Background: an optimization exercise with open tools, aiming at small area. Do not read the settings as production practice. RTL that was checked went through simulation tests only; none was proved equivalent to the original. Power and IR drop assume default switching activity.

==> flow/design.v (excerpt) <==
module spi_top(
    input clk,rst,wr,
    input [7:0]din,addr,
    output done,err,
    output [7:0]dout
);
reg [127:0] ring0;
reg [127:0] ring1;
reg [3:0] ptr;
reg clr;
reg [4:0] cnt;
reg [7:0] cap;
wire ok  = (addr[7:5] == 3'd0);
wire hit = (ptr == addr[3:0]);
wire we  = wr & ok & hit;
wire [7:0] d0 = (we & ~addr[4]) ? din : (clr ? 8'd0 : ring0[127:120]);
wire [7:0] d1 = (we &  addr[4]) ? din : (clr ? 8'd0 : ring1[127:120]);
assign done = ok ? (wr ? (cnt == 5'd23) : (cnt == 5'd24)) : (cnt == 5'd4);
assign err  = ~ok & (cnt == 5'd4);
assign dout = cap;
always @(posedge clk) begin
    ring0 <= {ring0[119:0], d0};
    ring1 <= {ring1[119:0], d1};
    if (hit | ~ok)
        cap <= (wr | ~ok | clr) ? 8'd0 : (addr[4] ? ring1[127:120] : ring0[127:120]);
    if (rst) begin
        ptr <= 4'd0;
        clr <= 1'b1;
        cnt <= 5'd0;
    end
    else begin
        ptr <= ptr + 4'd1;
        if (ptr == 4'd15)
            clr <= 1'b0;
        cnt <= done ? 5'd1 : cnt + 5'd1;
    end
end
endmodule
Size: about 370 cells after synthesis, roughly 270 flip-flops, about 29 I/O pins, roughly 0.0063 mm² of cells after synthesis.
==> flow/config.mk <==
export PLATFORM = sky130hd
export DESIGN_NAME = spi_top
export DESIGN_NICKNAME = spi_top
export VERILOG_FILES = /design/flow/design.v
export SDC_FILE = /design/flow/constraint.sdc
export NUM_CORES = 4
export LEC_CHECK = 0
export CAP_MARGIN = 20
export CORE_MARGIN = 2
export CORE_UTILIZATION = 70
export CTS_BUF_LIST = sky130_fd_sc_hd__clkbuf_8
export CTS_CLUSTER_DIAMETER = 50
export CTS_CLUSTER_SIZE = 20
export SLEW_MARGIN = 20
==> flow/constraint.sdc <==
create_clock -name core_clock -period 8.0 [get_ports {clk}]
set_input_delay 1.6000 -clock core_clock [delete_from_list [all_inputs] [get_ports {clk}]]
set_output_delay 1.6000 -clock core_clock [all_outputs]
set_load 0.01 [all_outputs]
standard.sh (not shown) runs the stock make flow with config.mk's settings and CLKGATE_MAP_FILE= SYNTH_SCRIPT=/design/flow/synth_recipe.tcl, a recipe that flattens the netlist after the stock synthesis.
==> flow/flow/run.sh <==
#!/bin/bash
# Standard layout, with two changes: the port buffers are the smallest
# buffer (buf_1), and clock tree synthesis inserts no dummy loads.
set -euo pipefail
bash standard.sh \
  BUFFER_PORTS_ARGS="-buffer_cell sky130_fd_sc_hd__buf_1" \
  CTS_ARGS="-sink_clustering_enable -repair_clock_nets -sink_clustering_size 20 -sink_clustering_max_diameter 50 -buf_list sky130_fd_sc_hd__clkbuf_8 -dont_use_dummy_load" \
  finish > standard.log 2>&1
The baseline finished clean.
Next try:
==> flow/flow/run.sh (replaced) <==
#!/bin/bash
set -euo pipefail
bash standard.sh \
  BUFFER_PORTS_ARGS="-buffer_cell sky130_fd_sc_hd__buf_1" \
  CTS_ARGS="-sink_clustering_enable -repair_clock_nets -sink_clustering_size 24 -sink_clustering_max_diameter 50 -buf_list sky130_fd_sc_hd__clkbuf_8 sky130_fd_sc_hd__clkbuf_16 -dont_use_dummy_load " \
  finish > standard.log 2>&1
CTS_BUF_LIST = unset   (was sky130_fd_sc_hd__clkbuf_8)
CTS_CLUSTER_DIAMETER = unset   (was 50)
CTS_CLUSTER_SIZE = unset   (was 20)
=> Now the flow never finished: it broke off in 4_1_cts; area after synthesis stays the same; synthesized cell count stays the same.
Next try:
==> flow/flow/run.sh (replaced) <==
#!/bin/bash
set -euo pipefail
bash standard.sh \
  BUFFER_PORTS_ARGS="-buffer_cell sky130_fd_sc_hd__buf_1" \
  CTS_ARGS="-sink_clustering_enable -repair_clock_nets -sink_clustering_size 28 -sink_clustering_max_diameter 40 -buf_list sky130_fd_sc_hd__clkbuf_8 -dont_use_dummy_load " \
  finish > standard.log 2>&1
CORE_UTILIZATION = 85   (was 70)
Result: The changed run aborted during 3_5_place_dp on DPL-0033; area after synthesis is unchanged; synthesized cell count does not change.
Next try:
==> flow/flow/run.sh (replaced) <==
#!/bin/bash
set -euo pipefail
bash standard.sh \
  BUFFER_PORTS_ARGS="-buffer_cell sky130_fd_sc_hd__buf_1" \
  CTS_ARGS="-sink_clustering_enable -repair_clock_nets -sink_clustering_size 22 -sink_clustering_max_diameter 40 -buf_list sky130_fd_sc_hd__clkbuf_8 -dont_use_dummy_load " \
  finish > standard.log 2>&1
CORE_UTILIZATION = 80   (was 85)
Result: This time the run produced a clean layout. Synthesized cell count stays the same. Area after synthesis does not change.
No run of this note included a check of the RTL's function; only the layout flow was run.

---

Setup of run 1:
spi_top, a different RTL version from the one above (not shown whole).
Size in the first run: ~370 cells after synthesis, roughly 280 flip-flops.
Design spi_top, start of the top module:
module spi_top(
    input clk,rst,wr,
    input [7:0]din,addr,
    output done,err,
    output [7:0]dout
);
reg [127:0] ring0;
reg [127:0] ring1;
reg [3:0] ptr;
reg clr;
reg [4:0] cnt;
reg [7:0] cap;
wire ok  = (addr[7:5] == 3'd0);
wire hit = (ptr == addr[3:0]);
wire we  = wr & ok & hit;
wire [7:0] d0 = (we & ~addr[4]) ? din : (clr ? 8'd0 : ring0[127:120]);
wire [7:0] d1 = (we &  addr[4]) ? din : (clr ? 8'd0 : ring1[127:120]);
reg done_r, err_r;
assign done = done_r;
assign err  = err_r;
assign dout = cap;
always @(posedge clk) begin
    ring0 <= {ring0[119:0], d0};
    ring1 <= {ring1[119:0], d1};
    if (hit | ~ok)
        cap <= (wr | ~ok | clr) ? 8'd0 : (addr[4] ? ring1[127:120] : ring0[127:120]);
    if (rst) begin
        ptr <= 4'd0;
        clr <= 1'b1;
        cnt <= 5'd0;
        done_r <= 1'b0;
        err_r <= 1'b0;
    end
    else begin
        ptr <= ptr + 4'd1;
        if (ptr == 4'd15)
            clr <= 1'b0;
        cnt <= done_r ? 5'd1 : cnt + 5'd1;
        done_r <= ok ? (wr ? (cnt == 5'd22) : (cnt == 5'd23)) : (cnt == 5'd3);
        err_r <= ~ok & (cnt == 5'd3);
    end
end
endmodule
clock: 8.0 ns
lec_check: 0
cap_margin: 20
core_margin: 2
core_utilization: 70
slew_margin: 20
==> flow/flow/run.sh <==
#!/bin/bash
set -euo pipefail
bash standard.sh \
  BUFFER_PORTS_ARGS="-buffer_cell sky130_fd_sc_hd__buf_1" \
  PRE_DETAIL_PLACE_TCL="$PWD/flow/recover.tcl" \
  CTS_ARGS="-sink_clustering_enable -repair_clock_nets -dont_use_dummy_load -sink_clustering_size 12 -sink_clustering_max_diameter 30 -buf_list sky130_fd_sc_hd__clkbuf_4" \
  finish > standard.log 2>&1
==> flow/flow/recover.tcl <==
# Downsize cells on paths with timing slack to spare (ORFS hook, sourced
# before detailed placement).
estimate_parasitics -placement
repair_timing -recover_power 100
Input-level comparison between run 2 and run 1:
==> flow/flow/run.sh <==
#!/bin/bash
set -euo pipefail
bash standard.sh \
  BUFFER_PORTS_ARGS="-buffer_cell sky130_fd_sc_hd__buf_1" \
  PRE_DETAIL_PLACE_TCL="$PWD/flow/recover.tcl" \
  CTS_ARGS="-sink_clustering_enable -repair_clock_nets -dont_use_dummy_load -sink_clustering_size 20 -sink_clustering_max_diameter 50 -buf_list sky130_fd_sc_hd__clkbuf_8" \
  finish > standard.log 2>&1
-- flow/config.mk --
<<< run 1, line 8
export CAP_MARGIN = 20
export CORE_MARGIN = 2
export CORE_UTILIZATION = 70
export SLEW_MARGIN = 20
>>> run 2, line 8
export CAP_MARGIN = 20
export CORE_MARGIN = 2
export CORE_UTILIZATION = 75
export SLEW_MARGIN = 20
Findings:
Higher total die area was reported by run 1, not run 2.
Cell area reported after detailed placement of run 2 is on par with run 1.
In the flow results for run 1 and run 2, the routability congestion estimate from global placement is larger on run 1.
Run 2 vs. run 1: combinational share of power level; total via count after detailed routing fell 1.9%; sequential share of power increased by 0.6 points relative to the old numbers.
Run 2 ends up with higher global routing usage on met1 than run 1 does.
The number of clock-tree buffers in the layout number comes out lower for run 2 vs run 1.
Post-layout worst setup margin: run 2 vs run 1 down 0.14 ns
What run 3 does differently from run 2 at the input level:
==> flow/flow/run.sh <==
#!/bin/bash
set -euo pipefail
bash standard.sh \
  BUFFER_PORTS_ARGS="-buffer_cell sky130_fd_sc_hd__buf_1" \
  PRE_DETAIL_PLACE_TCL="$PWD/flow/recover.tcl" \
  CTS_ARGS="-sink_clustering_enable -repair_clock_nets -dont_use_dummy_load -sink_clustering_size 20 -sink_clustering_max_diameter 60 -buf_list sky130_fd_sc_hd__clkbuf_8" \
  finish > standard.log 2>&1
-- flow/config.mk --
<<< run 2, line 8
export CAP_MARGIN = 20
export CORE_MARGIN = 2
export CORE_UTILIZATION = 75
export SLEW_MARGIN = 20
>>> run 3, line 8
export CAP_MARGIN = 20
export CORE_MARGIN = 2
export CORE_UTILIZATION = 70
export SLEW_MARGIN = 20
## What came out
Any difference in fraction of the mapped netlist area in adder cells between run 3 and run 2 is small enough to ignore. Run 3 ended with less met3 global-route usage than run 2. Run 3: total power of the final layout is 6.2 uW lower than what run 2 reported. When run 3 is measured against run 2, its register-to-register slack turns out 0.11 ns higher. Post-detailed-route wirelength per cell on run 3 is down relative to run 2. Delta (run 3 minus run 2): worst setup slack now sits higher, HPWL after detailed placement now sits lower. Compared to run 2, run 3 has total wirelength of the detailed-routed design about 13% lower. ~same design area in run 3 and run 2.
## Diff of input files: run 4 against run 3
==> flow/flow/run.sh <==
#!/bin/bash
set -euo pipefail
bash standard.sh \
  BUFFER_PORTS_ARGS="-buffer_cell sky130_fd_sc_hd__buf_1" \
  PRE_DETAIL_PLACE_TCL="$PWD/flow/recover.tcl" \
  CTS_ARGS="-sink_clustering_enable -repair_clock_nets -dont_use_dummy_load -sink_clustering_size 21 -sink_clustering_max_diameter 45 -buf_list sky130_fd_sc_hd__clkbuf_8" \
  finish > standard.log 2>&1
-- flow/config.mk --
<<< run 3, line 8
export CAP_MARGIN = 20
export CORE_MARGIN = 2
export CORE_UTILIZATION = 70
export SLEW_MARGIN = 20
>>> run 4, line 8
export CAP_MARGIN = 20
export CORE_MARGIN = 2
export CORE_UTILIZATION = 75
export SLEW_MARGIN = 20
[summary]
Lower worst hold margin was reported by run 4, not run 3. Changes observed in run 4 relative to run 3: tap cell instance count went down by 2.8%, shortest period the worst path allows picked up an extra 0.070 ns. Run 4 ends up with a global-route usage that is 2.8 points higher than in run 3. On synthesis-to-layout area growth, run 3 and run 4 are neck and neck. Sequential share of cell area delta (run 4 -> run 3): insignificant. In terms of power, run 3 and run 4 differ only marginally. On floorplan die height: run 4 sits below run 3. Against run 3 as the reference, run 4 delivers a lower cell count. Run 4 against run 3: core utilization has increased; insertion delay to the later sink of the worst-skew pair was more or less identical.

---

The RTL this note starts from:
==> flow/design.v <==
module spi_top(
    input clk,rst,wr,
    input [7:0]din,addr,
    output done,err,
    output [7:0]dout
);
reg [127:0] ring0;
reg [127:0] ring1;
reg [3:0] ptr;
reg clr;
reg [4:0] cnt;
reg [7:0] cap;
reg done_r, err_r;
localparam [4:0] C3 = 5'd6, C22 = 5'd2, C23 = 5'd4;
wire ok     = (addr[7:5] == 3'd0);
wire done_n = ok ? (wr ? (cnt == C22) : (cnt == C23)) : (cnt == C3);
wire hit    = (ptr == addr[3:0]);
wire we     = wr & ok & hit & (cnt != 5'd0);
wire [7:0] d0 = (we & ~addr[4]) ? din : (clr ? 8'd0 : ring0[127:120]);
wire [7:0] d1 = (we &  addr[4]) ? din : (clr ? 8'd0 : ring1[127:120]);
assign done = done_r;
assign err  = err_r;
assign dout = cap;
always @(posedge clk) begin
    ring0 <= {ring0[119:0], d0};
    ring1 <= {ring1[119:0], d1};
    if (hit | ~ok)
        cap <= (wr | ~ok | clr) ? 8'd0 : (addr[4] ? ring1[127:120] : ring0[127:120]);
    if (rst) begin
        ptr <= 4'd0;
        clr <= 1'b1;
        cnt <= 5'd0;
        done_r <= 1'b0;
        err_r <= 1'b0;
    end
    else begin
        ptr <= ptr + 4'd1;
        if (ptr == 4'd15)
            clr <= 1'b0;
        cnt <= done_n ? 5'd0 : {cnt[3:0], ~(cnt[4] ^ cnt[1])};
        done_r <= done_n;
        err_r <= ~ok & (cnt == C3);
    end
end
endmodule
Settings: LEC_CHECK=0, CAP_MARGIN=20, CORE_MARGIN=2, CORE_UTILIZATION=70, SLEW_MARGIN=20; clock period 8.0 ns.
==> flow/flow/run.sh <==
#!/bin/bash
# Standard layout, with these changes:
# - after floorplanning, the combinational logic is re-mapped for area
#   (restructure.tcl), with a library copy that leaves out the platform's
#   don't-use cells (filter_lib.py);
# - the port buffers are the smallest buffer (buf_1);
# - cells with timing slack to spare are downsized before detailed placement
#   (recover.tcl);
# - clock tree synthesis clusters up to 20 flip-flops per clkbuf_8, builds
#   the tree above them from clkbuf_4 and inserts no dummy loads.
# Each ORFS step logs to orfs/logs/; make's output goes to standard.log.
set -euo pipefail
mkdir -p rmp
python3 flow/filter_lib.py \
  "$FLOW_HOME/platforms/sky130hd/lib/sky130_fd_sc_hd__tt_025C_1v80.lib" \
  rmp/lib.lib 'lpflow|probe' > rmp/filter_lib.log 2>&1
bash standard.sh \
  POST_FLOORPLAN_TCL="$PWD/flow/restructure.tcl" \
  BUFFER_PORTS_ARGS="-buffer_cell sky130_fd_sc_hd__buf_1" \
  PRE_DETAIL_PLACE_TCL="$PWD/flow/recover.tcl" \
  CTS_ARGS="-sink_clustering_enable -repair_clock_nets -sink_clustering_size 20 -sink_clustering_max_diameter 70 -buf_list sky130_fd_sc_hd__clkbuf_8 -root_buf sky130_fd_sc_hd__clkbuf_4 -tree_buf sky130_fd_sc_hd__clkbuf_4 -dont_use_dummy_load" \
  finish > standard.log 2>&1
==> flow/flow/restructure.tcl <==
# ORFS hook, sourced at the end of floorplanning: re-map the combinational
# logic for area with ABC (OpenROAD's restructure). ABC reads a copy of the
# platform's library without its don't-use cells, which run.sh writes to
# rmp/ in the work folder. Registers are not touched.
set work [file normalize [file join [file dirname [info script]] ..]]
set tiehi [join $::env(TIEHI_CELL_AND_PORT) /]
set tielo [join $::env(TIELO_CELL_AND_PORT) /]
report_design_area
restructure -target area -liberty_file $work/rmp/lib.lib \
  -tiehi_port $tiehi -tielo_port $tielo -work_dir $work/rmp \
  -abc_logfile $work/rmp/abc.log
report_design_area
Scripts as last shown in full above: flow/flow/recover.tcl
Other scripts of this flow, unchanged in this note and not shown: flow/flow/filter_lib.py
Next try:
--- a/flow/config.mk
+++ b/flow/config.mk
@@ -10 +10 @@
-export CORE_UTILIZATION = 70
+export CORE_UTILIZATION = 80
=> With this change the flow aborted during clock tree synthesis with DPL-0033. Area after synthesis stays the same. Synthesized cell count is unchanged.
Next try:
--- a/flow/flow/restructure.tcl
+++ b/flow/flow/restructure.tcl
@@ -9,4 +9,7 @@
-restructure -target area -liberty_file $work/rmp/lib.lib \
-  -tiehi_port $tiehi -tielo_port $tielo -work_dir $work/rmp \
-  -abc_logfile $work/rmp/abc.log
-report_design_area
+# a second pass still finds a little
+foreach pass {1 2} {
+  restructure -target area -liberty_file $work/rmp/lib.lib \
+    -tiehi_port $tiehi -tielo_port $tielo -work_dir $work/rmp \
+    -abc_logfile $work/rmp/abc$pass.log
+  report_design_area
+}
--- a/flow/config.mk
+++ b/flow/config.mk
@@ -10 +10 @@
-export CORE_UTILIZATION = 80
+export CORE_UTILIZATION = 70
What happened:
- The changed run finished clean
- area after synthesis does not change
- synthesized cell count stays the same

---

== job 7425 ==
spi_top with an RTL version that a note above also has.
For scale: roughly 29 I/O pins, ~6300 um^2 of cells after synthesis.
export LEC_CHECK = 0
export CAP_MARGIN = 20
export CORE_MARGIN = 2
export CORE_UTILIZATION = 80
export SLEW_MARGIN = 20
create_clock -name core_clock -period 8.0 [get_ports {clk}]
==> flow/flow/run.sh <==
#!/bin/bash
set -euo pipefail
bash standard.sh \
  BUFFER_PORTS_ARGS="-buffer_cell sky130_fd_sc_hd__buf_1" \
  CTS_ARGS="-sink_clustering_enable -repair_clock_nets -sink_clustering_size 8 -sink_clustering_max_diameter 25 -buf_list sky130_fd_sc_hd__clkbuf_2 -dont_use_dummy_load " \
  finish > standard.log 2>&1
Job 7425 got as far as clock tree synthesis, where a tool error ended the run.
Input-level comparison between job 3301 and job 7425:
# job 7425
export LEC_CHECK = 0
export CAP_MARGIN = 20
export CORE_MARGIN = 2
export CORE_UTILIZATION = 80
export SLEW_MARGIN = 20
create_clock -name core_clock -period 8.0 [get_ports {clk}]
# job 3301
export LEC_CHECK = 0
export CAP_MARGIN = 20
export CORE_MARGIN = 2
export CORE_UTILIZATION = 70
export SLEW_MARGIN = 20
create_clock -name core_clock -period 8.0 [get_ports {clk}]
==> flow/flow/run.sh <==
#!/bin/bash
set -euo pipefail
bash standard.sh \
  BUFFER_PORTS_ARGS="-buffer_cell sky130_fd_sc_hd__buf_1" \
  CTS_ARGS="-sink_clustering_enable -repair_clock_nets -sink_clustering_size 12 -sink_clustering_max_diameter 30 -buf_list sky130_fd_sc_hd__clkbuf_4 -dont_use_dummy_load " \
  finish > standard.log 2>&1
[summary]
- The remaining runs in job 7425 and job 3301 completed every stage, whereas job 7425 halted early.
- Job 7425: it failed with a tool error in clock tree synthesis, so there are no final results.
- Reported for job 7425 and job 3301, register bit count reported by yosys turned out identical to the last digit.
- On worst slack at placement: between job 7425 and job 3301, it ends up higher for job 7425.
- Reported for job 7425 and job 3301, per-instance average area after synthesis turned out identical to the last digit.
- Starting utilization of the core area in job 3301 vs job 7425: down 9.7 points
Relative to job 3301, the following input files were edited for job 4752:
# job 3301
export LEC_CHECK = 0
export CAP_MARGIN = 20
export CORE_MARGIN = 2
export CORE_UTILIZATION = 70
export SLEW_MARGIN = 20
create_clock -name core_clock -period 8.0 [get_ports {clk}]
# job 4752
export LEC_CHECK = 0
export CAP_MARGIN = 20
export CORE_MARGIN = 2
export CORE_UTILIZATION = 70
export CTS_BUF_LIST = sky130_fd_sc_hd__clkbuf_8
export CTS_CLUSTER_DIAMETER = 50
export CTS_CLUSTER_SIZE = 20
export SLEW_MARGIN = 20
create_clock -name core_clock -period 8.0 [get_ports {clk}]
==> flow/run.sh (new file) <==
#!/bin/bash
# synth_recipe.tcl (not shown) runs the flow's synth.tcl, then flattens the netlist and writes it again
# the make line also repeats each setting of config.mk as NAME=value (left out here)
make -C /OpenROAD-flow-scripts/flow DESIGN_CONFIG=/design/flow/config.mk WORK_HOME=/design/flow/orfs CLKGATE_MAP_FILE= SYNTH_SCRIPT=/design/flow/synth_recipe.tcl finish
removed: flow/flow/run.sh
removed: flow/standard.sh
==> comparison <==
- As far as width of the chip goes, job 3301 and job 4752 are indistinguishable; the numbers are identical.
- Delta (job 4752 minus job 3301): worst slew slack as a fraction of its limit increased 2.8 points; clock tree buffer count of the final layout dropped 16; growth of design area from synthesis to finish now sits higher; final cell count moved down.
- Going from job 3301 to job 4752, the clock network fraction of total power was found to have gone up by 2.7 points.
- Register-to-register slack across job 4752 and job 3301: no real change.
- Re instance count along the most critical hold path: no difference whatsoever between job 4752 and job 3301.
Function was not checked in any run of this note: the RTL went through the layout flow alone.

==> port drivers added, routing unchanged <==
No port has a modelled driver above. Below, the same layouts with a new extraction and two added sets of constraints. Step 1 (the two cells are an assumption about what drives the block):
set clk [get_ports {clk}]
set_driving_cell -lib_cell sky130_fd_sc_hd__clkbuf_16 $clk
set_driving_cell -lib_cell sky130_fd_sc_hd__buf_2 [delete_from_list [all_inputs] $clk]
Step 2 moves the port delays by t, midway between the first and last clock arrival at a register: inputs arrive t later, outputs are due t later. That takes back most of the time a late clock gives input paths. a / b / c = ideal / step 1 / step 2; a / b = the first two.
| run | shift t [ns] | setup slack, ns | hold slack, ns | worst register clock-pin slew, ns |
|---|---|---|---|---|
| the first run of note 1 | 0.509 | 3.293 / 3.271 / 3.271 | 0.275 / 0.275 / 0.275 | 0.11 / 0.11 |
| the fourth run of note 1 | 0.518 | 3.261 / 3.239 / 3.239 | 0.300 / 0.300 / 0.300 | 0.12 / 0.12 |
| run 1 | 0.568 | 5.048 / 5.056 / 4.489 | 0.300 / 0.300 / 0.300 | 0.11 / 0.11 |
| run 2 | 0.514 | 4.906 / 4.923 / 4.409 | 0.300 / 0.300 / 0.300 | 0.11 / 0.11 |
| run 3 | 0.504 | 4.983 / 4.993 / 4.488 | 0.315 / 0.315 / 0.315 | 0.11 / 0.11 |
| run 4 | 0.511 | 4.913 / 4.929 / 4.418 | 0.298 / 0.298 / 0.298 | 0.12 / 0.12 |
| the first run of note 3 | 0.591 | 4.762 / 4.751 / 4.160 | 0.315 / 0.315 / 0.315 | 0.12 / 0.12 |
| the third run of note 3 | 0.578 | 4.603 / 4.596 / 4.018 | 0.309 / 0.309 / 0.309 | 0.11 / 0.11 |
| job 3301 | 0.542 | 3.273 / 3.251 / 3.251 | 0.291 / 0.291 / 0.291 | 0.11 / 0.11 |
| job 4752 | 0.530 | 2.492 / 2.466 / 2.466 | 0.309 / 0.309 / 0.309 | 0.11 / 0.11 |
After both steps every run listed still meets setup and hold. The setup slack of the first run of note 3, which loses most, moves by -0.011 ns with the drivers and by -0.602 ns with both steps.
